Context: an optimization exercise on an open-source flow, tuned for small area and a short achievable clock period. The choices shown serve that exercise and are no tape-out recipe. Function was checked by simulation only, so behaviour that the tests miss may differ from the original.

$ cat design/flow/design.v
module FIR1 (X, clk, Y, reset);
  input  [13:0] X;
  input         clk;
  output [13:0] Y;
  input         reset;
  reg [13:0] d1;
  reg [13:0] d2;
  reg [13:0] d3;
  reg [13:0] d4;
  reg [13:0] d5;
  reg [13:0] d6;
  reg [13:0] d7;
  reg [13:0] d8;
  reg [13:0] d9;
  reg [13:0] d10;
  reg [13:0] d11;
  reg [13:0] d12;
  reg [13:0] d13;
  reg [13:0] d14;
  reg [13:0] d15;
  reg [13:0] d16;
  reg [13:0] d17;
  reg [13:0] d18;
  reg [13:0] d19;
  reg [13:0] d20;
  reg [14:0] q2_0;
  reg [14:0] q2_2;
  reg [14:0] q2_3;
  reg [29:0] r2a;
  reg [28:0] r2b;
  reg [27:0] r1;
  reg [13:0] Y;
  wire s1 = d4[0] ^ d14[0];
  wire c2 = d4[0] | d14[0];
  wire s3 = d4[1] ^ d14[1];
  wire c4 = d4[1] | d14[1];
  wire s5, c6;
  FIR1_fa us5 (q2_3[6], q2_3[0], d20[9], s5, c6);
  wire s7, c8;
  FIR1_ha us7 (d18[9], d18[7], s7, c8);
  wire s9, c10;
  FIR1_fa us9 (d4[2], d14[2], q2_3[7], s9, c10);
  wire s11, c12;
  FIR1_fa us11 (q2_3[1], d20[10], d18[10], s11, c12);
  wire s13, c14;
  FIR1_fa us13 (q2_0[12], q2_0[8], q2_0[6], s13, c14);
  wire s15, c16;
  FIR1_fa us15 (d4[3], d14[3], q2_3[8], s15, c16);
  wire s17, c18;
  FIR1_fa us17 (q2_3[2], q2_3[0], d20[11], s17, c18);
  wire s19, c20;
  FIR1_fa us19 (d18[11], d18[9], d18[7], s19, c20);
  wire s21 = q2_0[13] ^ q2_0[9];
  wire c22 = q2_0[13] | q2_0[9];
  wire s23, c24;
  FIR1_fa us23 (q2_0[14], d4[4], d14[4], s23, c24);
  wire s25, c26;
  FIR1_fa us25 (q2_2[14], q2_3[9], q2_3[3], s25, c26);
  wire s27, c28;
  FIR1_fa us27 (q2_3[1], d9[0], d20[12], s27, c28);
  wire s29, c30;
  FIR1_fa us29 (d18[12], d18[10], d18[8], s29, c30);
  wire s31 = q2_0[10] ^ q2_0[8];
  wire c32 = q2_0[10] | q2_0[8];
  wire s33, c34;
  FIR1_fa us33 (d4[5], d14[5], q2_3[14], s33, c34);
  wire s35, c36;
  FIR1_fa us35 (q2_3[10], q2_3[4], q2_3[2], s35, c36);
  wire s37, c38;
  FIR1_fa us37 (d9[1], d18[11], d18[9], s37, c38);
  wire s39, c40;
  FIR1_fa us39 (q2_0[11], q2_0[9], q2_0[7], s39, c40);
  wire s41 = d4[6] ^ d14[6];
  wire c42 = d4[6] | d14[6];
  wire s43, c44;
  FIR1_fa us43 (q2_2[14], q2_3[11], q2_3[5], s43, c44);
  wire s45, c46;
  FIR1_ha us45 (q2_3[3], d9[2], s45, c46);
  wire s47, c48;
  FIR1_fa us47 (d4[13], d14[13], d4[7], s47, c48);
  wire s49, c50;
  FIR1_ha us49 (q2_3[1], d20[4], s49, c50);
  wire s51 = q2_3[2] ^ d20[5];
  wire c52 = q2_3[2] | d20[5];
  wire s53, c54;
  FIR1_fa us53 (d18[5], d18[3], d18[1], s53, c54);
  wire s55 = q2_0[7] ^ q2_0[3];
  wire c56 = q2_0[7] | q2_0[3];
  wire s57, c58;
  FIR1_fa us57 (q2_3[3], d20[6], d18[6], s57, c58);
  wire s59, c60;
  FIR1_fa us59 (q2_0[8], q2_0[4], q2_0[2], s59, c60);
  wire s61, c62;
  FIR1_fa us61 (q2_0[0], d4[4], d14[4], s61, c62);
  wire s63, c64;
  FIR1_ha us63 (d18[4], d18[2], s63, c64);
  wire s65, c66;
  FIR1_fa us65 (q2_3[4], d20[7], d18[7], s65, c66);
  wire s67, c68;
  FIR1_fa us67 (q2_0[9], q2_0[5], q2_0[3], s67, c68);
  wire s69, c70;
  FIR1_fa us69 (q2_0[1], d4[5], d14[5], s69, c70);
  wire s71, c72;
  FIR1_fa us71 (q2_2[9], q2_2[7], q2_2[2], s71, c72);
  wire s73, c74;
  FIR1_ha us73 (d18[5], d18[3], s73, c74);
  wire s75, c76;
  FIR1_fa us75 (q2_3[5], d20[8], d18[8], s75, c76);
  wire s77, c78;
  FIR1_fa us77 (q2_0[10], q2_0[6], q2_0[4], s77, c78);
  wire s79, c80;
  FIR1_fa us79 (q2_0[2], d4[6], d14[6], s79, c80);
  wire s81, c82;
  FIR1_fa us81 (q2_2[10], q2_2[8], q2_2[3], s81, c82);
  wire s83, c84;
  FIR1_fa us83 (q2_2[1], q2_3[9], q2_3[3], s83, c84);
  wire s85, c86;
  FIR1_ha us85 (d18[6], d18[4], s85, c86);
  wire s87, c88;
  FIR1_fa us87 (q2_0[11], q2_0[7], q2_0[5], s87, c88);
  wire s89, c90;
  FIR1_fa us89 (q2_0[3], d4[7], d14[7], s89, c90);
  wire s91, c92;
  FIR1_fa us91 (q2_2[11], q2_2[9], q2_2[4], s91, c92);
  wire s93, c94;
  FIR1_fa us93 (q2_2[2], q2_2[0], q2_3[10], s93, c94);
  wire s95, c96;
  FIR1_fa us95 (~d18[5], q2_3[4], d20[7], s95, c96);
  wire s97, c98;
  FIR1_fa us97 (c2, ~s3, s7, s97, c98);
  wire s99, c100;
  FIR1_fa us99 (q2_0[4], d4[8], d14[8], s99, c100);
  wire s101, c102;
  FIR1_fa us101 (q2_2[12], q2_2[10], q2_2[5], s101, c102);
  wire s103, c104;
  FIR1_fa us103 (q2_2[3], q2_2[1], q2_3[11], s103, c104);
  wire s105, c106;
  FIR1_fa us105 (d18[8], d18[6], ~q2_3[5], s105, c106);
  wire s107, c108;
  FIR1_fa us107 (~d20[8], c4, c8, s107, c108);
  wire s109, c110;
  FIR1_fa us109 (c6, s9, s11, s109, c110);
  wire s111, c112;
  FIR1_fa us111 (q2_0[7], q2_0[5], d4[9], s111, c112);
  wire s113, c114;
  FIR1_fa us113 (d14[9], q2_2[13], q2_2[11], s113, c114);
  wire s115, c116;
  FIR1_fa us115 (q2_2[6], q2_2[4], q2_2[2], s115, c116);
  wire s117, c118;
  FIR1_fa us117 (q2_3[12], q2_3[6], d20[9], s117, c118);
  wire s119, c120;
  FIR1_fa us119 (s21, c10, c12, s119, c120);
  wire s121, c122;
  FIR1_fa us121 (s15, s17, s19, s121, c122);
  wire s123, c124;
  FIR1_fa us123 (q2_0[6], d4[10], d14[10], s123, c124);
  wire s125, c126;
  FIR1_fa us125 (q2_2[12], q2_2[7], q2_2[5], s125, c126);
  wire s127, c128;
  FIR1_fa us127 (q2_2[3], q2_3[13], q2_3[7], s127, c128);
  wire s129, c130;
  FIR1_fa us129 (d20[10], c22, ~s31, s129, c130);
  wire s131, c132;
  FIR1_fa us131 (c16, c18, c20, s131, c132);
  wire s133, c134;
  FIR1_fa us133 (s23, s25, s27, s133, c134);
  wire s135, c136;
  FIR1_fa us135 (d4[11], d14[11], q2_2[13], s135, c136);
  wire s137, c138;
  FIR1_fa us137 (q2_2[8], q2_2[6], q2_2[4], s137, c138);
  wire s139, c140;
  FIR1_fa us139 (q2_3[8], d20[13], d20[11], s139, c140);
  wire s141, c142;
  FIR1_fa us141 (c24, c26, c28, s141, c142);
  wire s143, c144;
  FIR1_fa us143 (d18[13], c32, ~c30, s143, c144);
  wire s145, c146;
  FIR1_fa us145 (s33, s35, s37, s145, c146);
  wire s147, c148;
  FIR1_fa us147 (q2_0[12], q2_0[10], q2_0[8], s147, c148);
  wire s149, c150;
  FIR1_fa us149 (d4[12], d14[12], q2_2[9], s149, c150);
  wire s151, c152;
  FIR1_fa us151 (q2_2[7], q2_2[5], q2_3[9], s151, c152);
  wire s153, c154;
  FIR1_fa us153 (d18[12], d18[10], ~d20[12], s153, c154);
  wire s155, c156;
  FIR1_fa us155 (s45, c34, c36, s155, c156);
  wire s157, c158;
  FIR1_fa us157 (s41, ~c38, c40, s157, c158);
  wire s159, c160;
  FIR1_fa us159 (d14[7], q2_3[12], q2_3[6], s159, c160);
  wire s161, c162;
  FIR1_fa us161 (q2_3[4], d9[3], d20[13], s161, c162);
  wire s163, c164;
  FIR1_fa us163 (q2_0[13], q2_0[11], q2_0[9], s163, c164);
  wire s165, c166;
  FIR1_fa us165 (q2_2[10], q2_2[8], q2_2[6], s165, c166);
  wire s167, c168;
  FIR1_fa us167 (~d18[11], q2_3[10], d18[13], s167, c168);
  wire s169, c170;
  FIR1_fa us169 (c42, c46, c44, s169, c170);
  wire s171, c172;
  FIR1_fa us171 (q2_0[14], d4[8], d14[8], s171, c172);
  wire s173, c174;
  FIR1_fa us173 (q2_3[13], q2_3[7], q2_3[5], s173, c174);
  wire s175, c176;
  FIR1_fa us175 (q2_0[12], q2_0[10], q2_2[11], s175, c176);
  wire s177, c178;
  FIR1_fa us177 (q2_2[9], q2_2[7], q2_3[11], s177, c178);
  wire s179, c180;
  FIR1_fa us179 (d4[9], d14[9], q2_3[8], s179, c180);
  wire s181, c182;
  FIR1_fa us181 (q2_0[13], q2_0[11], q2_2[12], s181, c182);
  wire s183, c184;
  FIR1_fa us183 (d20[2], d18[2], d18[0], s183, c184);
  wire s185, c186;
  FIR1_fa us185 (q2_3[0], d20[3], d18[3], s185, c186);
  wire s187, c188;
  FIR1_fa us187 (q2_0[5], q2_0[1], d4[1], s187, c188);
  wire s189, c190;
  FIR1_fa us189 (d18[4], d18[2], d18[0], s189, c190);
  wire s191, c192;
  FIR1_fa us191 (q2_0[6], q2_0[2], q2_0[0], s191, c192);
  wire s193, c194;
  FIR1_fa us193 (d4[2], d14[2], q2_2[6], s193, c194);
  wire s195, c196;
  FIR1_fa us195 (q2_0[1], d4[3], d14[3], s195, c196);
  wire s197, c198;
  FIR1_fa us197 (q2_2[7], q2_2[5], q2_2[0], s197, c198);
  wire s199, c200;
  FIR1_fa us199 (q2_3[6], q2_3[0], d20[3], s199, c200);
  wire s201 = c50 ^ s51;
  wire c202 = c50 & ~s51;
  wire s203, c204;
  FIR1_fa us203 (q2_2[8], q2_2[6], q2_2[1], s203, c204);
  wire s205, c206;
  FIR1_fa us205 (q2_3[7], q2_3[1], d20[4], s205, c206);
  wire s207, c208;
  FIR1_fa us207 (c52, ~c56, s63, s207, c208);
  wire s209, c210;
  FIR1_fa us209 (c54, s57, ~s59, s209, c210);
  wire s211, c212;
  FIR1_fa us211 (q2_2[0], q2_3[8], q2_3[2], s211, c212);
  wire s213, c214;
  FIR1_fa us213 (~d20[5], c64, s73, s213, c214);
  wire s215, c216;
  FIR1_fa us215 (~c58, c60, c62, s215, c216);
  wire s217, c218;
  FIR1_fa us217 (s67, s69, s71, s217, c218);
  wire s219, c220;
  FIR1_fa us219 (d20[6], ~c74, s1, s219, c220);
  wire s221, c222;
  FIR1_fa us221 (c68, c70, c72, s221, c222);
  wire s223, c224;
  FIR1_fa us223 (s85, c66, s75, s223, c224);
  wire s225, c226;
  FIR1_fa us225 (s77, s79, s81, s225, c226);
  wire s227, c228;
  FIR1_fa us227 (c78, c80, c82, s227, c228);
  wire s229, c230;
  FIR1_fa us229 (c86, c76, ~c84, s229, c230);
  wire s231, c232;
  FIR1_fa us231 (s87, s89, s91, s231, c232);
  wire s233, c234;
  FIR1_fa us233 (~s5, s93, s95, s233, c234);
  wire s235, c236;
  FIR1_fa us235 (c88, c90, c92, s235, c236);
  wire s237, c238;
  FIR1_fa us237 (c94, c96, s13, s237, c238);
  wire s239, c240;
  FIR1_fa us239 (s99, s101, s103, s239, c240);
  wire s241, c242;
  FIR1_fa us241 (s105, c98, s107, s241, c242);
  wire s243, c244;
  FIR1_fa us243 (c14, c100, c102, s243, c244);
  wire s245, c246;
  FIR1_fa us245 (c104, s111, s113, s245, c246);
  wire s247, c248;
  FIR1_fa us247 (~c106, s115, s117, s247, c248);
  wire s249, c250;
  FIR1_fa us249 (c108, c110, s119, s249, c250);
  wire s251, c252;
  FIR1_fa us251 (c112, c114, c116, s251, c252);
  wire s253, c254;
  FIR1_fa us253 (c118, s123, s125, s253, c254);
  wire s255, c256;
  FIR1_fa us255 (s29, ~s127, c120, s255, c256);
  wire s257, c258;
  FIR1_fa us257 (~s129, c122, s131, s257, c258);
  wire s259, c260;
  FIR1_fa us259 (c124, c126, c128, s259, c260);
  wire s261, c262;
  FIR1_fa us261 (s39, s135, s137, s261, c262);
  wire s263, c264;
  FIR1_fa us263 (s139, c130, ~c132, s263, c264);
  wire s265, c266;
  FIR1_fa us265 (c134, s141, s145, s265, c266);
  wire s267, c268;
  FIR1_fa us267 (c136, c138, c140, s267, c268);
  wire s269, c270;
  FIR1_fa us269 (s147, s149, s151, s269, c270);
  wire s271, c272;
  FIR1_fa us271 (s43, s153, c142, s271, c272);
  wire s273, c274;
  FIR1_fa us273 (~c144, c146, s155, s273, c274);
  wire s275, c276;
  FIR1_fa us275 (c148, c150, c152, s275, c276);
  wire s277, c278;
  FIR1_fa us277 (c154, s47, s159, s277, c278);
  wire s279, c280;
  FIR1_fa us279 (~s161, s163, s165, s279, c280);
  wire s281, c282;
  FIR1_fa us281 (s167, ~c156, c158, s281, c282);
  wire s283, c284;
  FIR1_fa us283 (d9[4], d18[12], c48, s283, c284);
  wire s285, c286;
  FIR1_fa us285 (c160, c162, ~c164, s285, c286);
  wire s287, c288;
  FIR1_fa us287 (c166, c168, s175, s287, c288);
  wire s289, c290;
  FIR1_fa us289 (s171, s173, ~s177, s289, c290);
  wire s291, c292;
  FIR1_fa us291 (q2_2[10], q2_2[8], q2_3[14], s291, c292);
  wire s293, c294;
  FIR1_fa us293 (q2_3[6], d9[5], ~q2_3[12], s293, c294);
  wire s295, c296;
  FIR1_fa us295 (d18[13], c176, c178, s295, c296);
  wire s297, c298;
  FIR1_fa us297 (c172, c174, s179, s297, c298);
  wire s299, c300;
  FIR1_fa us299 (d4[10], d14[10], q2_3[9], s299, c300);
  wire s301, c302;
  FIR1_fa us301 (q2_0[12], q2_2[13], q2_2[11], s301, c302);
  wire s303, c304;
  FIR1_fa us303 (q2_3[7], d9[6], ~q2_2[9], s303, c304);
  wire s305, c306;
  FIR1_fa us305 (q2_3[13], q2_0[14], c182, s305, c306);
  wire s307, c308;
  FIR1_fa us307 (d4[11], d14[11], q2_2[14], s307, c308);
  wire s309, c310;
  FIR1_fa us309 (q2_3[14], q2_3[10], q2_3[8], s309, c310);
  wire s311, c312;
  FIR1_fa us311 (q2_0[13], q2_2[12], q2_2[10], s311, c312);
  wire s313 = d4[12] ^ d14[12];
  wire c314 = d4[12] | d14[12];
  wire s315, c316;
  FIR1_ha us315 (q2_3[11], q2_3[9], s315, c316);
  wire s317, c318;
  FIR1_fa us317 (q2_0[4], q2_0[0], d4[0], s317, c318);
  wire s319, c320;
  FIR1_fa us319 (d14[0], q2_2[4], q2_2[2], s319, c320);
  wire s321, c322;
  FIR1_fa us321 (d14[1], q2_2[5], q2_2[3], s321, c322);
  wire s323, c324;
  FIR1_fa us323 (~d18[1], q2_3[4], d20[1], s323, c324);
  wire s325, c326;
  FIR1_ha us325 (c184, s185, s325, c326);
  wire s327, c328;
  FIR1_fa us327 (q2_2[4], q2_3[5], d20[2], s327, c328);
  wire s329, c330;
  FIR1_fa us329 (s49, c186, ~c188, s329, c330);
  wire s331, c332;
  FIR1_fa us331 (~s189, s191, s193, s331, c332);
  wire s333, c334;
  FIR1_fa us333 (s55, c190, ~c192, s333, c334);
  wire s335, c336;
  FIR1_fa us335 (c194, s195, s197, s335, c336);
  wire s337, c338;
  FIR1_fa us337 (~s53, s199, s201, s337, c338);
  wire s339, c340;
  FIR1_fa us339 (c196, c198, c200, s339, c340);
  wire s341, c342;
  FIR1_fa us341 (s61, s203, s205, s341, c342);
  wire s343, c344;
  FIR1_fa us343 (c202, s207, s209, s343, c344);
  wire s345, c346;
  FIR1_fa us345 (c204, c206, s211, s345, c346);
  wire s347, c348;
  FIR1_fa us347 (s65, c208, s213, s347, c348);
  wire s349, c350;
  FIR1_fa us349 (s215, ~c210, s217, s349, c350);
  wire s351, c352;
  FIR1_fa us351 (c212, s83, s219, s351, c352);
  wire s353, c354;
  FIR1_fa us353 (c216, c218, s221, s353, c354);
  wire s355, c356;
  FIR1_fa us355 (c214, s223, ~s225, s355, c356);
  wire s357, c358;
  FIR1_fa us357 (c220, c222, c226, s357, c358);
  wire s359, c360;
  FIR1_fa us359 (s97, c224, ~s227, s359, c360);
  wire s361, c362;
  FIR1_fa us361 (~s229, s231, s233, s361, c362);
  wire s363, c364;
  FIR1_fa us363 (c228, c232, s235, s363, c364);
  wire s365, c366;
  FIR1_fa us365 (s237, s239, c234, s365, c366);
  wire s367, c368;
  FIR1_fa us367 (c230, s109, s241, s367, c368);
  wire s369, c370;
  FIR1_fa us369 (c236, c238, c240, s369, c370);
  wire s371, c372;
  FIR1_fa us371 (s243, ~s121, s245, s371, c372);
  wire s373, c374;
  FIR1_fa us373 (~s247, c242, s249, s373, c374);
  wire s375, c376;
  FIR1_fa us375 (c244, c246, s251, s375, c376);
  wire s377, c378;
  FIR1_fa us377 (c248, ~s133, s253, s377, c378);
  wire s379, c380;
  FIR1_fa us379 (c250, s255, s257, s379, c380);
  wire s381, c382;
  FIR1_fa us381 (c252, c254, s259, s381, c382);
  wire s383, c384;
  FIR1_fa us383 (s143, s261, ~c256, s383, c384);
  wire s385, c386;
  FIR1_fa us385 (c258, ~s263, s265, s385, c386);
  wire s387, c388;
  FIR1_fa us387 (c260, c262, s267, s387, c388);
  wire s389, c390;
  FIR1_fa us389 (s157, s269, c264, s389, c390);
  wire s391, c392;
  FIR1_fa us391 (s271, c266, s273, s391, c392);
  wire s393, c394;
  FIR1_fa us393 (c268, c270, s275, s393, c394);
  wire s395, c396;
  FIR1_fa us395 (s169, s277, ~s279, s395, c396);
  wire s397, c398;
  FIR1_fa us397 (c272, c274, ~s281, s397, c398);
  wire s399, c400;
  FIR1_fa us399 (c170, c278, s283, s399, c400);
  wire s401, c402;
  FIR1_fa us401 (c276, c280, s287, s401, c402);
  wire s403, c404;
  FIR1_fa us403 (s285, s289, ~c282, s403, c404);
  wire s405, c406;
  FIR1_fa us405 (s181, s291, ~s293, s405, c406);
  wire s407, c408;
  FIR1_fa us407 (c284, c286, ~c288, s407, c408);
  wire s409, c410;
  FIR1_fa us409 (~s295, c290, s297, s409, c410);
  wire s411, c412;
  FIR1_fa us411 (c180, c294, s299, s411, c412);
  wire s413, c414;
  FIR1_fa us413 (c292, s301, ~s303, s413, c414);
  wire s415, c416;
  FIR1_fa us415 (c296, ~c298, s305, s415, c416);
  wire s417, c418;
  FIR1_fa us417 (d9[7], q2_0[14], c300, s417, c418);
  wire s419, c420;
  FIR1_fa us419 (c304, s307, s309, s419, c420);
  wire s421, c422;
  FIR1_fa us421 (c302, s311, c306, s421, c422);
  wire s423, c424;
  FIR1_fa us423 (~d9[8], q2_2[13], q2_2[11], s423, c424);
  wire s425, c426;
  FIR1_fa us425 (q2_0[14], ~s313, s315, s425, c426);
  wire s427, c428;
  FIR1_fa us427 (c308, c310, ~c312, s427, c428);
  wire s429, c430;
  FIR1_fa us429 (q2_3[12], q2_3[10], d9[9], s429, c430);
  wire s431, c432;
  FIR1_fa us431 (d4[13], d14[13], q2_2[12], s431, c432);
  wire s433, c434;
  FIR1_fa us433 (c314, c316, ~q2_2[14], s433, c434);
  wire s435 = q2_3[13] ^ q2_3[11];
  wire c436 = q2_3[13] | q2_3[11];
  wire s437 = d9[10] ^ q2_2[13];
  wire c438 = d9[10] & ~q2_2[13];
  wire s439, c440;
  FIR1_fa us439 (q2_0[2], q2_2[2], q2_2[0], s439, c440);
  wire s441, c442;
  FIR1_fa us441 (q2_0[3], q2_2[3], q2_2[1], s441, c442);
  wire s443 = d18[1] ^ q2_3[2];
  wire c444 = d18[1] & ~q2_3[2];
  wire s445, c446;
  FIR1_fa us445 (q2_3[3], d20[0], ~d20[1], s445, c446);
  wire s447, c448;
  FIR1_fa us447 (~s183, s317, s319, s447, c448);
  wire s449, c450;
  FIR1_fa us449 (c318, c320, s187, s449, c450);
  wire s451, c452;
  FIR1_fa us451 (s321, ~s325, s323, s451, c452);
  wire s453, c454;
  FIR1_fa us453 (c322, s327, c324, s453, c454);
  wire s455, c456;
  FIR1_fa us455 (c326, s329, ~s331, s455, c456);
  wire s457, c458;
  FIR1_fa us457 (c328, c332, s335, s457, c458);
  wire s459, c460;
  FIR1_fa us459 (c330, s333, ~s337, s459, c460);
  wire s461, c462;
  FIR1_fa us461 (~c334, c336, s339, s461, c462);
  wire s463, c464;
  FIR1_fa us463 (s341, c338, ~s343, s463, c464);
  wire s465, c466;
  FIR1_fa us465 (c340, c342, s345, s465, c466);
  wire s467, c468;
  FIR1_fa us467 (s347, c344, ~s349, s467, c468);
  wire s469, c470;
  FIR1_fa us469 (c346, ~c348, s351, s469, c470);
  wire s471, c472;
  FIR1_fa us471 (s353, c350, ~s355, s471, c472);
  wire s473, c474;
  FIR1_fa us473 (c352, c354, s357, s473, c474);
  wire s475, c476;
  FIR1_fa us475 (s359, c356, ~s361, s475, c476);
  wire s477, c478;
  FIR1_fa us477 (c358, ~c360, s363, s477, c478);
  wire s479, c480;
  FIR1_fa us479 (s365, c362, ~s367, s479, c480);
  wire s481, c482;
  FIR1_fa us481 (c364, s369, c366, s481, c482);
  wire s483, c484;
  FIR1_fa us483 (~s371, c368, s373, s483, c484);
  wire s485, c486;
  FIR1_fa us485 (c370, s375, c372, s485, c486);
  wire s487, c488;
  FIR1_fa us487 (~s377, c374, s379, s487, c488);
  wire s489, c490;
  FIR1_fa us489 (c376, s381, c378, s489, c490);
  wire s491, c492;
  FIR1_fa us491 (~s383, c380, s385, s491, c492);
  wire s493, c494;
  FIR1_fa us493 (c382, s387, c384, s493, c494);
  wire s495, c496;
  FIR1_fa us495 (~s389, s391, c386, s495, c496);
  wire s497, c498;
  FIR1_fa us497 (c388, s393, c390, s497, c498);
  wire s499, c500;
  FIR1_fa us499 (s395, c392, s397, s499, c500);
  wire s501, c502;
  FIR1_fa us501 (c394, ~s399, s401, s501, c502);
  wire s503, c504;
  FIR1_fa us503 (c396, c398, s403, s503, c504);
  wire s505, c506;
  FIR1_fa us505 (s405, ~c400, c402, s505, c506);
  wire s507, c508;
  FIR1_fa us507 (s407, s409, c404, s507, c508);
  wire s509, c510;
  FIR1_fa us509 (~s411, c406, s413, s509, c510);
  wire s511, c512;
  FIR1_fa us511 (c408, ~s415, c410, s511, c512);
  wire s513, c514;
  FIR1_fa us513 (c412, s417, s419, s513, c514);
  wire s515, c516;
  FIR1_fa us515 (c414, s421, c416, s515, c516);
  wire s517, c518;
  FIR1_fa us517 (c418, s425, c420, s517, c518);
  wire s519, c520;
  FIR1_fa us519 (s423, ~s427, c422, s519, c520);
  wire s521, c522;
  FIR1_fa us521 (c424, ~s429, s431, s521, c522);
  wire s523, c524;
  FIR1_fa us523 (c426, s433, c428, s523, c524);
  wire s525, c526;
  FIR1_fa us525 (~q2_2[14], s435, s437, s525, c526);
  wire s527, c528;
  FIR1_fa us527 (c430, ~c432, c434, s527, c528);
  wire s529, c530;
  FIR1_fa us529 (q2_3[12], d9[11], ~q2_3[14], s529, c530);
  wire s531, c532;
  FIR1_fa us531 (c436, q2_2[14], c438, s531, c532);
  wire s533, c534;
  FIR1_ha us533 (d20[0], d18[0], s533, c534);
  wire s535, c536;
  FIR1_fa us535 (d20[1], s443, c440, s535, c536);
  wire s537, c538;
  FIR1_fa us537 (~c444, c442, s445, s537, c538);
  wire s539, c540;
  FIR1_fa us539 (c446, c448, s449, s539, c540);
  wire s541, c542;
  FIR1_fa us541 (c450, s453, c452, s541, c542);
  wire s543, c544;
  FIR1_fa us543 (c454, s457, ~c456, s543, c544);
  wire s545, c546;
  FIR1_fa us545 (c458, s461, ~c460, s545, c546);
  wire s547, c548;
  FIR1_fa us547 (c462, s465, c464, s547, c548);
  wire s549, c550;
  FIR1_fa us549 (c466, s469, ~c468, s549, c550);
  wire s551, c552;
  FIR1_fa us551 (c470, s473, c472, s551, c552);
  wire s553, c554;
  FIR1_fa us553 (c474, s477, ~c476, s553, c554);
  wire s555, c556;
  FIR1_fa us555 (c478, s481, c480, s555, c556);
  wire s557, c558;
  FIR1_fa us557 (c482, s485, ~c484, s557, c558);
  wire s559, c560;
  FIR1_fa us559 (c486, s489, ~c488, s559, c560);
  wire s561, c562;
  FIR1_fa us561 (c490, s493, ~c492, s561, c562);
  wire s563, c564;
  FIR1_fa us563 (c494, s497, ~c496, s563, c564);
  wire s565, c566;
  FIR1_fa us565 (c498, s501, ~c500, s565, c566);
  wire s567, c568;
  FIR1_fa us567 (s505, c502, ~c504, s567, c568);
  wire s569, c570;
  FIR1_fa us569 (s509, c506, ~s511, s569, c570);
  wire s571, c572;
  FIR1_fa us571 (~s513, c510, s515, s571, c572);
  wire s573, c574;
  FIR1_fa us573 (c514, s517, ~c516, s573, c574);
  wire s575, c576;
  FIR1_fa us575 (~s521, c518, s523, s575, c576);
  wire s577, c578;
  FIR1_fa us577 (s525, c522, ~c524, s577, c578);
  wire s579, c580;
  FIR1_fa us579 (s529, s531, ~c526, s579, c580);
  wire s581, c582;
  FIR1_fa us581 (q2_3[13], d9[12], c530, s581, c582);
  wire s583 = q2_0[1] ^ q2_2[1];
  wire c584 = q2_0[1] | q2_2[1];
  wire s585, c586;
  FIR1_fa us585 (q2_3[1], ~s533, s439, s585, c586);
  wire s587, c588;
  FIR1_fa us587 (~c534, s441, s535, s587, c588);
  wire s589, c590;
  FIR1_fa us589 (c536, s447, s537, s589, c590);
  wire s591, c592;
  FIR1_fa us591 (c538, s451, s539, s591, c592);
  wire s593, c594;
  FIR1_fa us593 (c540, ~s455, s541, s593, c594);
  wire s595, c596;
  FIR1_fa us595 (c542, ~s459, s543, s595, c596);
  wire s597, c598;
  FIR1_fa us597 (c544, s463, s545, s597, c598);
  wire s599, c600;
  FIR1_fa us599 (c546, ~s467, s547, s599, c600);
  wire s601, c602;
  FIR1_fa us601 (s471, c548, s549, s601, c602);
  wire s603, c604;
  FIR1_fa us603 (~s475, c550, s551, s603, c604);
  wire s605, c606;
  FIR1_fa us605 (s479, c552, s553, s605, c606);
  wire s607, c608;
  FIR1_fa us607 (~s483, c554, s555, s607, c608);
  wire s609, c610;
  FIR1_fa us609 (~s487, c556, s557, s609, c610);
  wire s611, c612;
  FIR1_fa us611 (~s491, c558, s559, s611, c612);
  wire s613, c614;
  FIR1_fa us613 (~s495, c560, s561, s613, c614);
  wire s615, c616;
  FIR1_fa us615 (~s499, c562, s563, s615, c616);
  wire s617, c618;
  FIR1_fa us617 (~s503, c564, s565, s617, c618);
  wire s619, c620;
  FIR1_fa us619 (~s507, c566, s567, s619, c620);
  wire s621, c622;
  FIR1_fa us621 (~c508, s569, c568, s621, c622);
  wire s623, c624;
  FIR1_fa us623 (~c512, s571, c570, s623, c624);
  wire s625, c626;
  FIR1_fa us625 (s519, ~s573, c572, s625, c626);
  wire s627, c628;
  FIR1_fa us627 (~c520, s575, c574, s627, c628);
  wire s629, c630;
  FIR1_fa us629 (s527, ~s577, c576, s629, c630);
  wire s631, c632;
  FIR1_fa us631 (c528, s579, ~c578, s631, c632);
  wire s633, c634;
  FIR1_fa us633 (c532, s581, c580, s633, c634);
  wire s635, c636;
  FIR1_fa us635 (~d9[13], q2_3[14], c582, s635, c636);
  wire s637, c638;
  FIR1_ha us637 (d1[4], d1[2], s637, c638);
  wire s639, c640;
  FIR1_fa us639 (d1[5], d1[3], d1[1], s639, c640);
  wire s641, c642;
  FIR1_fa us641 (d1[6], d1[4], d1[2], s641, c642);
  wire s643, c644;
  FIR1_fa us643 (d1[7], d1[5], d1[3], s643, c644);
  wire s645, c646;
  FIR1_fa us645 (d1[8], d1[6], d1[4], s645, c646);
  wire s647, c648;
  FIR1_fa us647 (d1[9], d1[7], d1[5], s647, c648);
  wire s649, c650;
  FIR1_fa us649 (d1[10], d1[8], d1[6], s649, c650);
  wire s651, c652;
  FIR1_fa us651 (d1[11], d1[9], d1[7], s651, c652);
  wire s653, c654;
  FIR1_fa us653 (d1[12], d1[10], d1[8], s653, c654);
  wire s655, c656;
  FIR1_fa us655 (r2a[15], r2b[15], d1[13], s655, c656);
  wire s657, c658;
  FIR1_ha us657 (d1[12], d1[10], s657, c658);
  wire s659 = d1[11] ^ r2a[17];
  wire c660 = d1[11] & ~r2a[17];
  wire s661 = d1[1] ^ ~r2a[3];
  wire c662 = d1[1] | ~r2a[3];
  wire s663, c664;
  FIR1_fa us663 (~d1[2], r2a[4], r2b[4], s663, c664);
  wire s665, c666;
  FIR1_fa us665 (d1[3], d1[1], ~r2a[5], s665, c666);
  wire s667, c668;
  FIR1_fa us667 (r2a[6], r2b[6], ~d1[0], s667, c668);
  wire s669, c670;
  FIR1_fa us669 (r2a[7], r2b[7], ~c638, s669, c670);
  wire s671, c672;
  FIR1_fa us671 (r2a[8], r2b[8], ~c640, s671, c672);
  wire s673, c674;
  FIR1_fa us673 (r2a[9], r2b[9], ~c642, s673, c674);
  wire s675, c676;
  FIR1_fa us675 (r2a[10], r2b[10], ~c644, s675, c676);
  wire s677, c678;
  FIR1_fa us677 (r2a[11], r2b[11], ~c646, s677, c678);
  wire s679, c680;
  FIR1_fa us679 (r2a[12], r2b[12], ~c648, s679, c680);
  wire s681, c682;
  FIR1_fa us681 (r2a[13], r2b[13], ~c650, s681, c682);
  wire s683, c684;
  FIR1_fa us683 (r2a[14], r2b[14], ~c652, s683, c684);
  wire s685, c686;
  FIR1_fa us685 (d1[11], d1[9], c654, s685, c686);
  wire s687, c688;
  FIR1_fa us687 (r2a[16], r2b[16], ~s657, s687, c688);
  wire s689, c690;
  FIR1_fa us689 (r2b[17], d1[13], s659, s689, c690);
  wire s691, c692;
  FIR1_fa us691 (r2a[18], r2b[18], d1[12], s691, c692);
  wire s693, c694;
  FIR1_fa us693 (r2a[19], r2b[19], d1[13], s693, c694);
  wire s695 = r2a[2] ^ r2b[2];
  wire c696 = r2a[2] | r2b[2];
  wire s697, c698;
  FIR1_fa us697 (r2b[3], ~d1[0], s661, s697, c698);
  wire s699, c700;
  FIR1_fa us699 (d1[0], c662, ~s663, s699, c700);
  wire s701, c702;
  FIR1_fa us701 (r2b[5], c664, ~s665, s701, c702);
  wire s703, c704;
  FIR1_fa us703 (s637, c666, ~s667, s703, c704);
  wire s705, c706;
  FIR1_fa us705 (~s639, c668, s669, s705, c706);
  wire s707, c708;
  FIR1_fa us707 (~s641, c670, s671, s707, c708);
  wire s709, c710;
  FIR1_fa us709 (~s643, c672, s673, s709, c710);
  wire s711, c712;
  FIR1_fa us711 (~s645, c674, s675, s711, c712);
  wire s713, c714;
  FIR1_fa us713 (~s647, c676, s677, s713, c714);
  wire s715, c716;
  FIR1_fa us715 (~s649, c678, s679, s715, c716);
  wire s717, c718;
  FIR1_fa us717 (~s651, c680, s681, s717, c718);
  wire s719, c720;
  FIR1_fa us719 (~s653, c682, s683, s719, c720);
  wire s721, c722;
  FIR1_fa us721 (s655, c684, ~s685, s721, c722);
  wire s723, c724;
  FIR1_fa us723 (c656, ~c686, s687, s723, c724);
  wire s725, c726;
  FIR1_fa us725 (~c658, c688, s689, s725, c726);
  wire s727, c728;
  FIR1_fa us727 (~c660, c690, s691, s727, c728);
  wire s729, c730;
  FIR1_fa us729 (~d1[12], s693, c692, s729, c730);
  wire s731, c732;
  FIR1_fa us731 (r2b[20], ~r2a[20], c694, s731, c732);
  wire s733, c734;
  FIR1_fa us733 (r2b[21], ~r2a[21], r2a[20], s733, c734);
  wire s735, c736;
  FIR1_fa us735 (r2b[22], ~r2a[22], r2a[21], s735, c736);
  wire s737, c738;
  FIR1_fa us737 (r2a[23], r2a[22], r2b[23], s737, c738);
  wire s739, c740;
  FIR1_fa us739 (r2b[24], r2b[23], ~r2a[24], s739, c740);
  wire s741, c742;
  FIR1_fa us741 (r2b[25], r2a[24], ~r2a[25], s741, c742);
  wire s743, c744;
  FIR1_fa us743 (r2b[26], r2a[25], ~r2a[26], s743, c744);
  wire s745, c746;
  FIR1_fa us745 (r2b[27], r2a[26], ~r2a[27], s745, c746);
  wire s747, c748;
  FIR1_fa us747 (r2a[28], ~r2a[27], r2b[28], s747, c748);
  wire s749 = r2a[29] ^ r2b[28];
  wire c750 = r2a[29] | r2b[28];
  wire [29:0] rs1 = {~c748, c746, c744, c742, c740, ~c738, ~c736, ~c734, ~c732, ~c730, ~c728, ~c726, ~c724, ~c722, ~c720, ~c718, ~c716, ~c714, ~c712, ~c710, ~c708, ~c706, c704, ~c702, c700, ~c698, ~c696, ~d1[0], r2b[1], ~r2a[0]} + {~s749, ~s747, s745, s743, s741, s739, ~s737, ~s735, ~s733, ~s731, ~s729, ~s727, ~s725, ~s723, ~s721, ~s719, ~s717, ~s715, ~s713, ~s711, ~s709, ~s707, ~s705, s703, ~s701, s699, ~s697, s695, ~r2a[1], ~r2b[0]};
  wire s751 = r1[1] ^ X[0];
  wire c752 = r1[1] & ~X[0];
  wire s753, c754;
  FIR1_fa us753 (~r1[2], X[1], X[2], s753, c754);
  wire s755, c756;
  FIR1_fa us755 (~r1[3], X[2], X[3], s755, c756);
  wire s757, c758;
  FIR1_fa us757 (~r1[4], X[3], X[4], s757, c758);
  wire s759, c760;
  FIR1_fa us759 (~r1[5], X[4], X[5], s759, c760);
  wire s761, c762;
  FIR1_fa us761 (~r1[6], X[5], X[6], s761, c762);
  wire s763, c764;
  FIR1_fa us763 (~r1[7], X[6], X[7], s763, c764);
  wire s765, c766;
  FIR1_fa us765 (~r1[8], X[7], X[8], s765, c766);
  wire s767, c768;
  FIR1_fa us767 (~r1[9], X[8], X[9], s767, c768);
  wire s769, c770;
  FIR1_fa us769 (~r1[10], X[9], X[10], s769, c770);
  wire s771, c772;
  FIR1_fa us771 (~r1[11], X[10], X[11], s771, c772);
  wire s773, c774;
  FIR1_fa us773 (~r1[12], X[11], X[12], s773, c774);
  wire s775, c776;
  FIR1_fa us775 (r1[13], X[13], ~X[12], s775, c776);
  wire s777, c778;
  FIR1_ha us777 (r1[14], X[13], s777, c778);
  wire [29:0] fs = {r1[27], r1[26], r1[25], r1[24], r1[23], r1[22], r1[21], r1[20], r1[19], r1[18], r1[17], r1[16], r1[15], c776, ~c774, ~c772, ~c770, ~c768, ~c766, ~c764, ~c762, ~c760, ~c758, ~c756, ~c754, c752, ~X[1], r1[0], 1'b0, 1'b0} + {1'b0, 1'b0, 1'b0, 1'b0, 1'b0, 1'b0, 1'b0, 1'b0, 1'b0, 1'b0, 1'b0, 1'b0, c778, s777, s775, ~s773, ~s771, ~s769, ~s767, ~s765, ~s763, ~s761, ~s759, ~s757, ~s755, ~s753, ~s751, ~X[0], 1'b0, 1'b0};
  always @(posedge clk or posedge reset) begin
    if (reset) begin
      d1 <= 14'd0;
      d2 <= 14'd0;
      d3 <= 14'd0;
      d4 <= 14'd0;
      d5 <= 14'd0;
      d6 <= 14'd0;
      d7 <= 14'd0;
      d8 <= 14'd0;
      d9 <= 14'd0;
      d10 <= 14'd0;
      d11 <= 14'd0;
      d12 <= 14'd0;
      d13 <= 14'd0;
      d14 <= 14'd0;
      d15 <= 14'd0;
      d16 <= 14'd0;
      d17 <= 14'd0;
      d18 <= 14'd0;
      d19 <= 14'd0;
      d20 <= 14'd0;
      q2_0 <= 15'd0;
      q2_2 <= 15'd0;
      q2_3 <= 15'd0;
      r2a <= 30'd285212671;
      r2b <= 29'd8388605;
      r1 <= 28'd268410883;
      Y <= 14'd0;
    end else begin
      d1 <= X;
      d2 <= d1;
      d3 <= d2;
      d4 <= d3;
      d5 <= d4;
      d6 <= d5;
      d7 <= d6;
      d8 <= d7;
      d9 <= d8;
      d10 <= d9;
      d11 <= d10;
      d12 <= d11;
      d13 <= d12;
      d14 <= d13;
      d15 <= d14;
      d16 <= d15;
      d17 <= d16;
      d18 <= d17;
      d19 <= d18;
      d20 <= d19;
      q2_0 <= {d1[13], d1} + {d15[13], d15};
      q2_2 <= {d5[13], d5} + {d11[13], d11};
      q2_3 <= {d7[13], d7} + {d9[13], d9};
      r2a <= {1'b1, q2_3[14], c634, c632, c630, c628, c626, c624, c622, c620, c618, c616, c614, c612, c610, c608, c606, c604, c602, c600, c598, c596, c594, c592, c590, c588, c586, c584, q2_3[0], q2_0[0]};
      r2b <= {c636, s635, s633, s631, s629, s627, s625, s623, s621, s619, s617, s615, s613, s611, s609, s607, s605, s603, s601, s599, s597, s595, s593, s591, s589, s587, s585, s583, q2_2[0]};
      r1 <= rs1[29:2];
      Y <= fs[29:16];
    end
  end
endmodule
module FIR1_fa (a, b, c, s, co);
  input a, b, c;
  output s, co;
  assign s = a ^ b ^ c;
  assign co = (a & b) | (a & c) | (b & c);
endmodule
module FIR1_ha (a, b, s, co);
  input a, b;
  output s, co;
  assign s = a ^ b;
  assign co = a & b;
endmodule
$ cat design/flow/flow/run.sh
#!/bin/bash
set -euo pipefail
bash standard.sh SETUP_SLACK_MARGIN=6.2 finish > standard_run.log 2>&1
$ cat design/flow/standard.sh
#!/bin/bash
# synth_recipe.tcl (not shown) runs the flow's synth.tcl, then flattens the netlist and writes it again
# the make line also repeats each setting of config.mk as NAME=value (left out here)
make -C /OpenROAD-flow-scripts/flow DESIGN_CONFIG=/design/flow/config.mk WORK_HOME=/design/flow/orfs CLKGATE_MAP_FILE= SYNTH_SCRIPT=/design/flow/synth_recipe.tcl "${@:-finish}"
$ cat design/flow/config.mk
export PLATFORM = sky130hd
export DESIGN_NAME = FIR1
export DESIGN_NICKNAME = FIR1
export VERILOG_FILES = /design/flow/design.v
export SDC_FILE = /design/flow/constraint.sdc
export NUM_CORES = 4
export LEC_CHECK = 0
export CAP_MARGIN = 20
export CORE_MARGIN = 2
export CORE_UTILIZATION = 40
export CTS_CLUSTER_DIAMETER = 150
export CTS_CLUSTER_SIZE = 20
export SLEW_MARGIN = 20
export SYNTH_HIERARCHICAL = 1
export SYNTH_MINIMUM_KEEP_SIZE = 0
export TNS_END_PERCENT = 10
$ cat design/flow/constraint.sdc
create_clock -name core_clock -period 10.0 [get_ports {clk}]
set_input_delay 2.0000 -clock core_clock [delete_from_list [all_inputs] [get_ports {clk}]]
set_output_delay 2.0000 -clock core_clock [all_outputs]
set_load 0.01 [all_outputs]
==> reports/results.ini, run 1 <==
[logic_synthesis]
synth_flop_cell=dfrtp_1
syn_inst=1547
ys_seq_elements=426
synth_common_cells=dfrtp_1, fa_1, inv_1
synth-edff-count=0
yosys-top-cells-area=dfrtp_1, fa_1, dfstp_2
syn_avg_cell_area_sq_um=14.8
yosysTopAreaCellShare_pct=39.7
synth_top_cell_by_area=dfrtp_1
async_flop_share_pct=100
syn_nets=2039
yosysMostFrequentCell=dfrtp_1
synth_cell_types=56
yosysWarnings=7
synth_area_sq_um=22900
seq_area_frac_synth_pct=46.9

[timing]
fin_crit_sh_pct=39.9
fin_skew_ns=0.0242
maxSlewViolCount=0
period_minus_slack_ns=3.99
tightest_slew_ns=0.863
setup_viol=0
fmax_mhz=251
final_hold_viol_count=0
holdWs_ns=0.337
rsz0062_at_grt=true
tns_ns=0
slew_headroom_pct=42.5

[worst_setup_path]
critPathLaunch=q2_3[14]
r2r.worst_path.cells=8
r2r-end=r2b[16]
r2r_setup_slack_ns=6.01
crit_chain=fa_1, fa_1, fa_1, fa_1, fa_2, inv_2, fa_1, fa_1
worstPathRequired_ns=10.50
worst-setup-path-type=reg2reg
worstSetupStartpointType=register
crit_buf_inv=1
crit_end=r2b[16]
max_stage_delay_ns=0.58
crit_path_top_delay_cell=fa_1
crit_cells=8
r2r-start=q2_3[14]
critical_path.max_fanout=2
crit_path_frequent_cell=fa_1
crit_path_end_kind=register
crit_family=adder cells
arrival_ns=4.48

[finish]
drive_gt1_share_pct=15.7
final_net_count=2148
multiInputGateArea_sq_um=11300
syn_to_final_growth_pct=11.8
stdcell_count=2430
n_antenna_cell=0
n_fill_cell=4987
ff_latch_area_sq_um=10800

[clock_network]
numCtsBuffers=25
cts_max_path_buffers=3
cts_tree=done
h-tree-depth=1
clkTransAtPathRegs_ns=0.09
clock-sinks=426
cts_root_buffer=clkbuf_16
clock_latency_ns=0.57

[global_route]
antenna_found_initial=0
grt_start_max_net_pins=150
track_usage_pct=17.4
grt_pass1_vias=13200
grt_pass1_wl_um=76800
grt_remaining_overflow=0

[drt]
drt_first_pass_iters=5
route.vias.total=11500
vias_per_cell=4.72
drtAntennaViolNets=0
drc=0
drt_iter0_drc=645
wl_per_cell_um=19.8
drt_wl_total_um=48200

[die]
pin_count=30
design.core.area_sq_um=56500
initial_core_util_pct=40.5
dieArea_sq_um=59100
die_w_um=243
die-height_um=243
num_rows=87

[placed_design]
hpwl_um=37300
place_congestion=0.896
dpl.cell_count=2332
port_buffers=29

[min_path]
min_from=d19[9]
hold_class=reg2reg

[outcome]
status=no timing/DRC/antenna violations

[run]
cap_violations=0

modules after synthesis, one instance, submodules excluded:
module,copies in the design,flip-flops and latches
FIR1,1,426
FIR1_ha,12,0
FIR1_fa,359,0
layer usage:
layer / wire length [um] / global-route usage (%) / up-vias / share of wire, %
met5: 0 / 0 / - / 0
met1: 20800 / 23.1 / 6242 / 43
met3: 1870 / 3.02 / 72 / 3.9
li1: - / - / 4989 / -
met4: 1470 / 5.09 / 0 / 3.0
met2: 24000 / 29.4 / 177 / 50
cell type report:
cell class                      instances  area share [%]
Timing Repair Buffer                   86            2.99
Clock buffer                           44            2.72
Tap cell                              756            3.70
Multi-Input combinational cell        831            44.1
Sequential cell                       426            42.2
Inverter                              286            4.21
Clock inverter                          1          0.0636
layout by cell type, fill, tap and decap left out, types with 5 or more instances in the layout:
cell type          n
a211oi_1           5
a21o_1            28
a21oi_1           35
a21oi_2            8
buf_2              6
buf_4             52
clkbuf_1          19
clkbuf_16         25
clkdlybuf4s50_1   15
dfrtp_1          322
dfrtp_2           40
dfstp_2           63
fa_1             358
ha_1             104
ha_4               9
inv_1            278
inv_2              7
nand2_1           27
nand3_1           11
nand4_1            7
nor2_1            50
nor2b_1            9
nor3_1            12
o21a_1             7
o21ai_1            5
o21bai_1           7
xnor2_1           56
xor2_1            14
stage by stage:
stage | setup WS [ns] | util [%] | cell area (sq um)
final | 6.01 | 45.3 | 25600
after global routing | 5.91 | 45.3 | 25600
after CTS | 6.00 | 44.7 | 25200
after detailed placement | 4.80 | 42.8 | 24200
after global placement | 4.85 | 42.8 | 24200
after floorplan | 2.30 | - | 22900
state kept, by name, summed over array words and instances (netlist names), 15 cells and up:
register	flops
r2b	29
q2_2	15
r1	28
r2a	30
q2_3	15
q2_0	15
how the worst min path moves through the flow:
| stage | end | cells past startpoint | slack, ns |
|---|---|---|---|
| floorplan | d11[0] | 0 | 0.33 |
| global placement | d20[11] | 0 | 0.33 |
| detailed placement | d11[11] | 0 | 0.33 |
| CTS | d20[9] | 0 | 0.32 |
| global route | d20[9] | 0 | 0.33 |
| finish | d20[9] | 0 | 0.34 |
repair_timing:
action | 4_1_cts | 5_1_grt
resized for setup | 111 | 34
buffers inserted | 28 | 24
hold buffers | 0 | 0
endpoints found under the setup margin | 138 | 42
hold endpoints to repair | 0 | 0
pin swaps | 22 | 23
worst reg2reg max path, cell delays in order (launching register included):
cell and delay [ns]:
dfrtp_2 0.46, fa_1 0.53, fa_1 0.58, fa_1 0.43, fa_1 0.50, fa_2 0.36
inv_2 0.07, fa_1 0.43, fa_1 0.56
kinds of logic after synthesis:
| family | share of synthesized area [%] |
|---|---|
| other | 0.0164 |
| XOR/XNOR | 2.72 |
| AO/OA/AOI/OAI | 4.69 |
| AND/OR/NAND/NOR | 2.92 |
| multiplexers | 0.0438 |
| adder cells (fa/ha/maj) | 37.9 |
| flip-flops | 46.9 |
| buffers and inverters | 4.76 |
==> inputs of run 2 (changes only) <==
==> design/flow/flow/run.sh (replaced) <==
#!/bin/bash
set -euo pipefail
bash standard.sh SETUP_SLACK_MARGIN=6.1 finish > standard_run.log 2>&1
--- a/design/flow/config.mk
+++ b/design/flow/config.mk
@@ -13,4 +13,3 @@
 export SLEW_MARGIN = 20
 export SYNTH_HIERARCHICAL = 1
 export SYNTH_MINIMUM_KEEP_SIZE = 0
-export TNS_END_PERCENT = 10
==> reports/results.ini, run 2 <==
[worst_setup_path]
worst-setup-path-type=in2reg
crit_buf_inv=2  ; +1
crit_path_frequent_cell=nand4_1
worstPathRequired_ns=10.44  ; -0.06 ns
max_stage_delay_ns=0.52  ; -0.06 ns
crit_chain=buf_8, fa_1, inv_2, ha_4, nand4_1, a21oi_2, o21ai_2, a21o_1, a21bo_4, nor3_4, nand4_1, xnor2_1
crit_family=adder cells
crit_path_end_kind=register
crit_path_top_delay_cell=fa_1
worstSetupStartpointType=input pin
arrival_ns=4.43  ; -0.05 ns
critical_path.max_fanout=6  ; +4

[die]
dieArea_sq_um=59100  ; unchanged
num_rows=87  ; unchanged
die_w_um=243  ; unchanged
die-height_um=243  ; unchanged
initial_core_util_pct=40.5  ; unchanged
pin_count=30  ; unchanged
design.core.area_sq_um=56500  ; unchanged

[clock_network]
cts_root_buffer=clkbuf_16
numCtsBuffers=25  ; unchanged
cts_tree=done
clock_latency_ns=0.57  ; about the same
h-tree-depth=1  ; unchanged
ctsHoldBuffers=0  ; unchanged
clkTransAtPathRegs_ns=0.09  ; about the same
clock-sinks=426  ; unchanged
cts_max_path_buffers=3  ; unchanged

[timing]
fin_crit_sh_pct=39.9  ; about the same
fin_skew_ns=0.0294  ; +0.00522 ns
period_minus_slack_ns=3.99  ; -0.00350 ns
tns_ns=0  ; unchanged
slew_headroom_pct=40.9  ; -1.6 points
fin_ws_ns=6.01  ; +0.00350 ns
final_hold_viol_count=0  ; unchanged
maxSlewViolCount=0  ; unchanged
setup_viol=0  ; unchanged
tightest_slew_ns=0.886  ; +0.0237 ns
rsz0062_at_grt=true
fmax_mhz=251  ; about the same

[drt]
drt_iter0_drc=706  ; +9.5%
drt_first_pass_iters=5  ; unchanged
drt_wl_total_um=48500  ; +0.61%
vias_per_cell=4.76  ; +0.84%
wl_per_cell_um=19.9  ; +0.11%
drc=0  ; unchanged
route.vias.total=11600  ; +1.3%
drtAntennaViolNets=0  ; unchanged

[logic_synthesis]
yosysMostFrequentCell=dfrtp_1
yosys-top-cells-area=dfrtp_1, fa_1, dfstp_2
syn_inst=1547  ; unchanged
yosysTopAreaCellShare_pct=39.7  ; unchanged
syn_avg_cell_area_sq_um=14.8  ; unchanged
synth_flop_cell=dfrtp_1
seq_area_frac_synth_pct=46.9  ; unchanged
ys_seq_elements=426  ; unchanged
synth-edff-count=0  ; unchanged
synth_cell_types=56  ; unchanged
synth_area_sq_um=22900  ; unchanged
async_flop_share_pct=100  ; unchanged
yosysWarnings=7  ; unchanged
syn_nets=2039  ; unchanged
synth_common_cells=dfrtp_1, fa_1, inv_1
synth_top_cell_by_area=dfrtp_1

[finish]
final_net_count=2160  ; +0.56%
drive_gt1_share_pct=18.3  ; +2.6 points
mostFrequentLayoutCells=fa_1, dfrtp_1, inv_1
top_regs=r2a (30), r2b (29), r1 (28)
n_fill_cell=4959  ; -0.56%
n_antenna_cell=0  ; unchanged
largest-register=r2a
final_common_cell=fa_1
syn_to_final_growth_pct=12.9
largest_reg_flops=30  ; unchanged

[placed_design]
place_congestion=0.901  ; +0.59%
port_buffers=29  ; unchanged
dpl_worst_slack_ns=4.85  ; +0.0458 ns
hpwl_um=37000  ; -0.89%

[min_path]
hold_class=reg2reg

[global_route]
grt_remaining_overflow=0  ; unchanged
antenna_found_initial=0  ; unchanged
grt_pass1_wl_um=76200  ; -0.81%
grt_start_max_net_pins=178  ; +19%
grt_pass1_vias=13300  ; +0.41%
track_usage_pct=17.3  ; -0.12 points

[outcome]
status=no timing/DRC/antenna violations

[run]
cap_violations=0  ; unchanged

## run 2: cell counts after synthesis
Identical to the previous run, type by type.
## run 2: what timing repair did
item / CTS / global route
endpoints found under the setup margin: 112 / 102
cloned: 0 / 1
pin swaps: 29 / 40
gates resized for setup: 115 / 63
buffers inserted: 31 / 34
## run 2: cell families after synthesis
group | share of synthesized area, %
fa+ha+maj | 37.9
compound gates | 4.69
flops | 46.9
buf+inv | 4.76
simple gates | 2.92
xor+xnor | 2.72
other cells | 0.0164
mux | 0.0438
## run 2: per-layer routing
layer	GRT usage, %	part of all wire (%)	wire length (um)
met2	29.5	50	24200
met1	22.8	42	20600
met4	4.20	3.0	1430
met5	0	0	0
met3	3.34	4.7	2270
## run 2: per-module statistics from Yosys, one instance, submodules excluded
module,cells,area [sq um]
FIR1,1176,15500
FIR1_fa,1,20.0
FIR1_ha,1,12.5
## run 2: through the flow
step / util [%] / std cells / hold WS [ns] / cell area, sq um
after floorplan: - / 1547 / 0.331 / 22900
after global placement: 42.8 / 2331 / 0.332 / 24200
after detailed placement: 42.8 / 2331 / 0.335 / 24200
after CTS: 44.7 / 2407 / 0.335 / 25300
after global routing: 45.7 / 2442 / 0.349 / 25800
final: 45.7 / 2442 / 0.334 / 25800
## run 2: layout make-up
cell class / instances / area (sq um) / area share, %
inverter: 286 / 1080 / 4.17
timing repair buffer: 98 / 846 / 3.28
multi-input combinational: 831 / 11400 / 44.3
tap: 756 / 946 / 3.66
clock buffer: 44 / 697 / 2.70
clock inverter: 1 / 16.3 / 0.0630
sequential: 426 / 10800 / 41.8
## run 2: worst paths after layout
path | cells past startpoint | end | slack [ns] | start
max | 12 | Y[11] | 6.01 | X[6]
min | 0 | d14[3] | 0.33 | d13[3]
max reg2reg | 8 | r2b[16] | 6.03 | q2_3[10]
min reg2reg | 0 | d14[3] | 0.33 | d13[3]
max in group asynchronous | 4 | d4[6] | 6.56 | reset
min in group asynchronous | 2 | q2_2[12] | 1.90 | reset
==> inputs of run 3 (changes only) <==
==> design/flow/run.sh (new file) <==
#!/bin/bash
# synth_recipe.tcl (not shown) runs the flow's synth.tcl, then flattens the netlist and writes it again
# the make line also repeats each setting of config.mk as NAME=value (left out here)
make -C /OpenROAD-flow-scripts/flow DESIGN_CONFIG=/design/flow/config.mk WORK_HOME=/design/flow/orfs CLKGATE_MAP_FILE= SYNTH_SCRIPT=/design/flow/synth_recipe.tcl finish
--- a/design/flow/config.mk
+++ b/design/flow/config.mk
@@ -10,6 +10,7 @@
 export CORE_UTILIZATION = 40
 export CTS_CLUSTER_DIAMETER = 150
 export CTS_CLUSTER_SIZE = 20
+export SETUP_SLACK_MARGIN = 5
 export SLEW_MARGIN = 20
 export SYNTH_HIERARCHICAL = 1
 export SYNTH_MINIMUM_KEEP_SIZE = 0
removed: design/flow/flow/run.sh
removed: design/flow/standard.sh
==> reports/results.ini, run 3 <==
[drt]
drt_wl_total_um=47100  ; -3.0%
drt_first_pass_iters=5  ; unchanged
vias_per_cell=4.74  ; -0.49%
wl_per_cell_um=19.8  ; -0.36%
drc=0  ; unchanged
drtAntennaViolNets=0  ; unchanged
route.vias.total=11300  ; -3.1%
drt_iter0_drc=612  ; -13%

[logic_synthesis]
syn_inst=1547  ; unchanged
yosysMostFrequentCell=dfrtp_1
synth_flop_cell=dfrtp_1
syn_avg_cell_area_sq_um=14.8  ; unchanged
async_flop_share_pct=100  ; unchanged
synth-edff-count=0  ; unchanged
synth_top_cell_by_area=dfrtp_1
yosysWarnings=7  ; unchanged
seq_area_frac_synth_pct=46.9  ; unchanged
synth_common_cells=dfrtp_1, fa_1, inv_1
synth_area_sq_um=22900  ; unchanged
ys_seq_elements=426  ; unchanged
yosysTopAreaCellShare_pct=39.7  ; unchanged
synth_cell_types=56  ; unchanged
syn_nets=2039  ; unchanged
yosys-top-cells-area=dfrtp_1, fa_1, dfstp_2

[worst_setup_path]
worstSetupStartpointType=input pin
worst-setup-path-type=in2reg
r2r-start=q2_3[14]
r2r-end=r2b[16]
worstPathRequired_ns=10.45  ; about the same
crit_buf_inv=2  ; unchanged
critical_path.max_fanout=6  ; unchanged
crit_chain=clkdlybuf4s50_1, fa_1, inv_1, ha_1, nand4b_1, a21oi_1, o21ai_0, a21o_1, a21bo_2, nor3_4, nand4_1, xnor2_1
critPathLaunch=X[1]
max_stage_delay_ns=0.53  ; about the same
r2r_setup_slack_ns=5.71  ; -0.32 ns
crit_end=Y[11]
crit_path_end_kind=register
arrival_ns=4.98  ; +0.55 ns
crit_cells=12  ; unchanged
r2r.worst_path.cells=8  ; unchanged
crit_path_top_delay_cell=fa_1
crit_family=compound AO/OA/AOI/OAI gates

[global_route]
grt_remaining_overflow=0  ; unchanged
grt_busiest_layer=met2
grt_pass1_wl_um=75900  ; -0.47%
use_met2_pct=29.1  ; -0.41 points
antenna_found_initial=0  ; unchanged
use_met1_pct=22.7  ; -0.11 points
track_usage_pct=17.2  ; -0.11 points
grt_pass1_vias=13100  ; -1.8%
grt.met3_usage_pct=3.08  ; -0.25 points
grt_start_max_net_pins=150  ; -16%

[die]
pin_count=30  ; unchanged
dieArea_sq_um=59100  ; unchanged
initial_core_util_pct=40.5  ; unchanged
die_w_um=243  ; unchanged
design.core.area_sq_um=56500  ; unchanged
die-height_um=243  ; unchanged
num_rows=87  ; unchanged

[clock_network]
cts_max_path_buffers=3  ; unchanged
cts_root_buffer=clkbuf_16
clock-sinks=426  ; unchanged
clock_latency_ns=0.57  ; about the same
clkTransAtPathRegs_ns=0.09  ; about the same
cts_setup_buffers=0  ; -100%
cts_tree=done
ctsHoldBuffers=0  ; unchanged
h-tree-depth=1  ; unchanged
ctsResizeCount=0  ; -100%
numCtsBuffers=25  ; unchanged

[finish]
drive_gt1_share_pct=7.46  ; -11 points
syn_to_final_growth_pct=8.83
stdcell_count=2378  ; -2.6%
final_common_cell=dfrtp_1
largest_reg_flops=30  ; unchanged
mostFrequentLayoutCells=dfrtp_1, fa_1, inv_1
top_regs=r2a (30), r2b (29), r1 (28)
largest-register=r2a
n_antenna_cell=0  ; unchanged
final_area_sq_um=24900  ; -3.6%
final_net_count=2096  ; -3.0%

[timing]
tightest_slew_ns=0.923  ; +0.0365 ns
rsz0062_at_grt=false
setup_viol=0  ; unchanged
fin_crit_sh_pct=45.3  ; +5.5 points
slew_headroom_pct=38.5  ; -2.4 points
final_hold_viol_count=0  ; unchanged
period_minus_slack_ns=4.53  ; +0.545 ns
fmax_mhz=221  ; -12%
tns_ns=0  ; unchanged
holdWs_ns=0.336  ; +0.00155 ns
fin_skew_ns=0.0278  ; -0.00160 ns
maxSlewViolCount=0  ; unchanged

[placed_design]
port_buffers=29  ; unchanged
place_congestion=0.896  ; -0.59%
hpwl_um=37300  ; +0.89%
dpl-instance-area_sq_um=24200  ; about the same
dpl.cell_count=2332  ; +0.043%

[run]
cap_violations=0  ; unchanged

[outcome]
status=no timing/DRC/antenna violations

[min_path]
hold_class=reg2reg

run 3: cell counts after synthesis:
No cell type changed its count.
run 3: cell type report:
| cell class | instances | area [sq um] |
|---|---|---|
| Fill cell | 5033 | 31600 |
| Timing Repair Buffer | 34 | 373 |
| Clock buffer | 44 | 697 |
| Clock inverter | 1 | 16.3 |
| Inverter | 286 | 1080 |
| Tap cell | 756 | 946 |
| Multi-Input combinational cell | 831 | 11000 |
| Sequential cell | 426 | 10700 |
run 3: per-module statistics from Yosys, one instance, submodules excluded:
module   area (sq um)  times used  flops+latches
FIR1_ha          12.5          12              0
FIR1_fa          20.0         359              0
FIR1            15500           1            426
run 3: worst min-delay path by stage:
stage                     startpoint      end  slack [ns]  cells past startpoint
after CTS                     d19[9]   d20[9]        0.32                      0
after floorplan               d10[0]   d11[0]        0.33                      0
final                         d19[9]   d20[9]        0.34                      0
after detailed placement     d10[11]  d11[11]        0.33                      0
after global placement       d19[11]  d20[11]        0.33                      0
after global routing          d19[9]   d20[9]        0.33                      0
run 3: metal layers:
layer | share of wire (%) | vias to the layer above | wire length (um)
met5 | 0 | - | 0
met4 | 3.4 | 0 | 1590
met3 | 4.3 | 81 | 2030
met2 | 50 | 199 | 23400
met1 | 43 | 6109 | 20100
li1 | - | 4885 | -
run 3: cells by family after synthesis:
group | synth area share, %
xor gates and xnor gates | 2.72
and+or+nand+nor | 2.92
buffers and inverters | 4.76
adders and majority gates | 37.9
muxes | 0.0438
other | 0.0164
DFF | 46.9
AOI/OAI and AO/OA | 4.69
run 3: stage by stage:
stage	utilization [%]	setup slack [ns]
floorplan	-	2.30
global placement	42.8	4.85
detailed placement	42.8	4.80
CTS	44.0	5.40
global route	44.1	5.28
finish	44.1	5.47

## what the ideal ports hide
The flow's constraints put no driver on any port. The routed layouts listed below were extracted and timed again, unchanged, in two steps.
Step 1: set_driving_cell puts a clkbuf_16 on clk and a buf_2 on each other input, an assumption about the parent block.
Step 2 adds t to the input delays and takes it off the output delays; t is the mean of the earliest and latest rising clock arrival at the registers after step 1. Input paths then give back, and output paths get back, about the clock's delay inside the block.
Slacks: ideal ports / drivers / drivers and shift; pairs: ideal ports / drivers.
run	shift t [ns]	slack for setup (ns)	latest minus earliest clock arrival (ns)
run 1	0.611	6.010 / 6.010 / 5.449	0.025 / 0.025
run 2	0.614	6.014 / 6.025 / 5.415	0.035 / 0.036
run 3	0.609	5.469 / 5.501 / 4.892	0.028 / 0.028
After both steps every run listed still meets setup and hold. For run 2, which loses most, drivers alone change the setup slack by +0.011 ns; drivers and shift together by -0.599 ns.
